This design comes from an exercise in tuning for small area on the open sky130 flow, not from production work. Function was checked by simulation only, so behaviour that the tests miss may differ from the original.

==> inputs of run H <==
==> flow/design.v (excerpt) <==
module tetris(
    input wire        board_clk,
    input wire        rst,
    input wire        btn_rotate,
    input wire        btn_left,
    input wire        btn_right,
    input wire        btn_down,
    input wire        sw_pause,
    input wire        btn_rst,
    input wire        sw_drop,
    output wire [7:0] rgb,
    output wire       hsync,
    output wire       vsync,
    output wire [7:0] seg,
    output wire [3:0] an
    );
==> flow/config.mk <==
export PLATFORM = sky130hd
export DESIGN_NAME = tetris
export DESIGN_NICKNAME = tetris
export VERILOG_FILES = /design/flow/design.v
export SDC_FILE = /design/flow/constraint.sdc
export NUM_CORES = 4
export LEC_CHECK = 0
export ABC_AREA = 1
export CAP_MARGIN = 20
export CORE_MARGIN = 2
export CORE_UTILIZATION = 55
export PLACE_DENSITY = 0.65
export SLEW_MARGIN = 20
==> flow/constraint.sdc <==
create_clock -name core_clock -period 20.0 [get_ports {board_clk}]
set_input_delay 4.0000 -clock core_clock [delete_from_list [all_inputs] [get_ports {board_clk}]]
set_output_delay 4.0000 -clock core_clock [all_outputs]
set_load 0.01 [all_outputs]
standard.sh (not shown) runs the stock make flow with config.mk's settings and CLKGATE_MAP_FILE= SYNTH_SCRIPT=/design/flow/synth_recipe.tcl, a recipe that flattens the netlist after the stock synthesis.
==> flow/flow/run.sh <==
#!/bin/bash
# Layout flow: the standard ORFS flow (standard.sh) with two changes:
#  - synthesis maps the logic with the ABC script in flow/abc_area.script
#    (area-oriented mapping) in place of ORFS's abc_area.script; every other
#    ORFS script is used unchanged, through a folder of links to ORFS's
#    scripts folder;
#  - clock tree synthesis runs without dummy loads.
# Each step's full output goes to its own log file in this folder.
set -euo pipefail
here=$(pwd)
mkdir -p "$here/scripts_abc"
for f in "$FLOW_HOME"/scripts/*; do
    ln -sfn "$f" "$here/scripts_abc/$(basename "$f")"
done
rm -f "$here/scripts_abc/abc_area.script"
cp "$here/flow/abc_area.script" "$here/scripts_abc/abc_area.script"
cts="CTS_ARGS=-sink_clustering_enable -repair_clock_nets -dont_use_dummy_load"
bash standard.sh SCRIPTS_DIR="$here/scripts_abc" "$cts" synth > "$here/synth.log" 2>&1
bash standard.sh SCRIPTS_DIR="$here/scripts_abc" "$cts" finish > "$here/layout.log" 2>&1
==> flow/flow/abc_area.script <==
&get -n
&st
&deepsyn -T 30
&dch
&nf -R 1000
&put
==> run M: changes against run H <==
==> flow/flow/run.sh (replaced) <==
#!/bin/bash
# Layout flow: the standard ORFS flow (standard.sh), with these changes:
#  - synthesis maps the logic with the ABC script in flow/abc_area.script
#    (area-oriented mapping) in place of ORFS's abc_area.script; every other
#    ORFS script is used unchanged, through a folder of links to ORFS's
#    scripts folder;
#  - synthesis leaves adders to ABC (no ADDER_MAP_FILE half/full-adder
#    mapping), so ABC maps all the logic;
#  - clock tree synthesis runs without dummy loads;
#  - the port buffers are buf_1 cells.
# Each step's full output goes to its own log file in this folder.
set -euo pipefail
here=$(pwd)
mkdir -p "$here/scripts_abc"
for f in "$FLOW_HOME"/scripts/*; do
    ln -sfn "$f" "$here/scripts_abc/$(basename "$f")"
done
rm -f "$here/scripts_abc/abc_area.script"
cp "$here/flow/abc_area.script" "$here/scripts_abc/abc_area.script"
cts="CTS_ARGS=-sink_clustering_enable -repair_clock_nets -dont_use_dummy_load"
bufs="BUFFER_PORTS_ARGS=-buffer_cell sky130_fd_sc_hd__buf_1"
adders="ADDER_MAP_FILE="
bash standard.sh SCRIPTS_DIR="$here/scripts_abc" "$cts" "$bufs" "$adders" synth > "$here/synth.log" 2>&1
bash standard.sh SCRIPTS_DIR="$here/scripts_abc" "$cts" "$bufs" "$adders" finish > "$here/layout.log" 2>&1
==> flow/flow/abc_area.script (replaced) <==
&get -n
&st
&deepsyn -T 120
&dch -f
&nf -R 1000 -p -C 32 -F 8 -A 4 -E 50
&put
==> flow_summary.ini <==
[layout]
final_cell_area_um2 = 19500
final.fill_count = 2669

[worst_setup_path]
required_ps = 20420
cp_num_cells = 22

[yosys]
netlist_area_um2 = 17400
syn_nets = 2088
netlist_top_cells_area = dfxtp_1 (39%), a222oi_1 (10%), a22oi_1 (5.5%)

[sta]
fin_ws_ps = 10630
clock_skew_ps = 29.4

[status]
status = timing/DRC/antenna clean

[hold_path]
hold_end = rnd_.random[0]$_SDFF_PP1_

[grt]
use_met1_pct = 66.4

[placement]
dp.cells = 2571

[floorplanning]
fp.dieH_um = 182
the above is filed under run M

==> flow_summary.ini <==
[floorplanning]
fp.dieH_um = 192

[layout]
final.fill_count = 2947

[placement]
dp.cells = 2875

[yosys]
netlist_top_cells_area = dfxtp_1 (35%), a22oi_1 (8.3%), o21ai_0 (6.9%)
syn_nets = 2444

[status]
status = timing/DRC/antenna clean

[worst_setup_path]
cp_num_cells = 26
required_ps = 20490

[hold_path]
hold_end = deb_.debounced_prev[4]$_SDFF_PP0_
the above is filed under run H

[re-timing with driven ports]
No port has a modelled driver above. Below, the same layouts with a new extraction and two added sets of constraints. Step 1 sets driving cells, clkbuf_16 on the clock port and buf_2 on the other inputs (assumed; they add their load-dependent delay and slew). Step 2 moves the port delays by t, midway between the first and last clock arrival at a register: inputs arrive t later, outputs are due t later. That takes back most of the time a late clock gives input paths. Slacks: no drivers / after step 1 / after step 2; pairs: no drivers / after step 1.
run | shift t [ns] | setup slack, ns | worst hold slack (ns) | worst setup path at the end | worst slew at a driven data input, ns
run H | 0.610 | 10.812 / 10.812 / 10.812 | 0.453 / 0.453 / 0.453 | register to register | 0.04
run M | 0.586 | 10.632 / 10.632 / 10.632 | 0.417 / 0.417 / 0.417 | register to register | 0.05
After both steps every run listed still meets setup and hold.
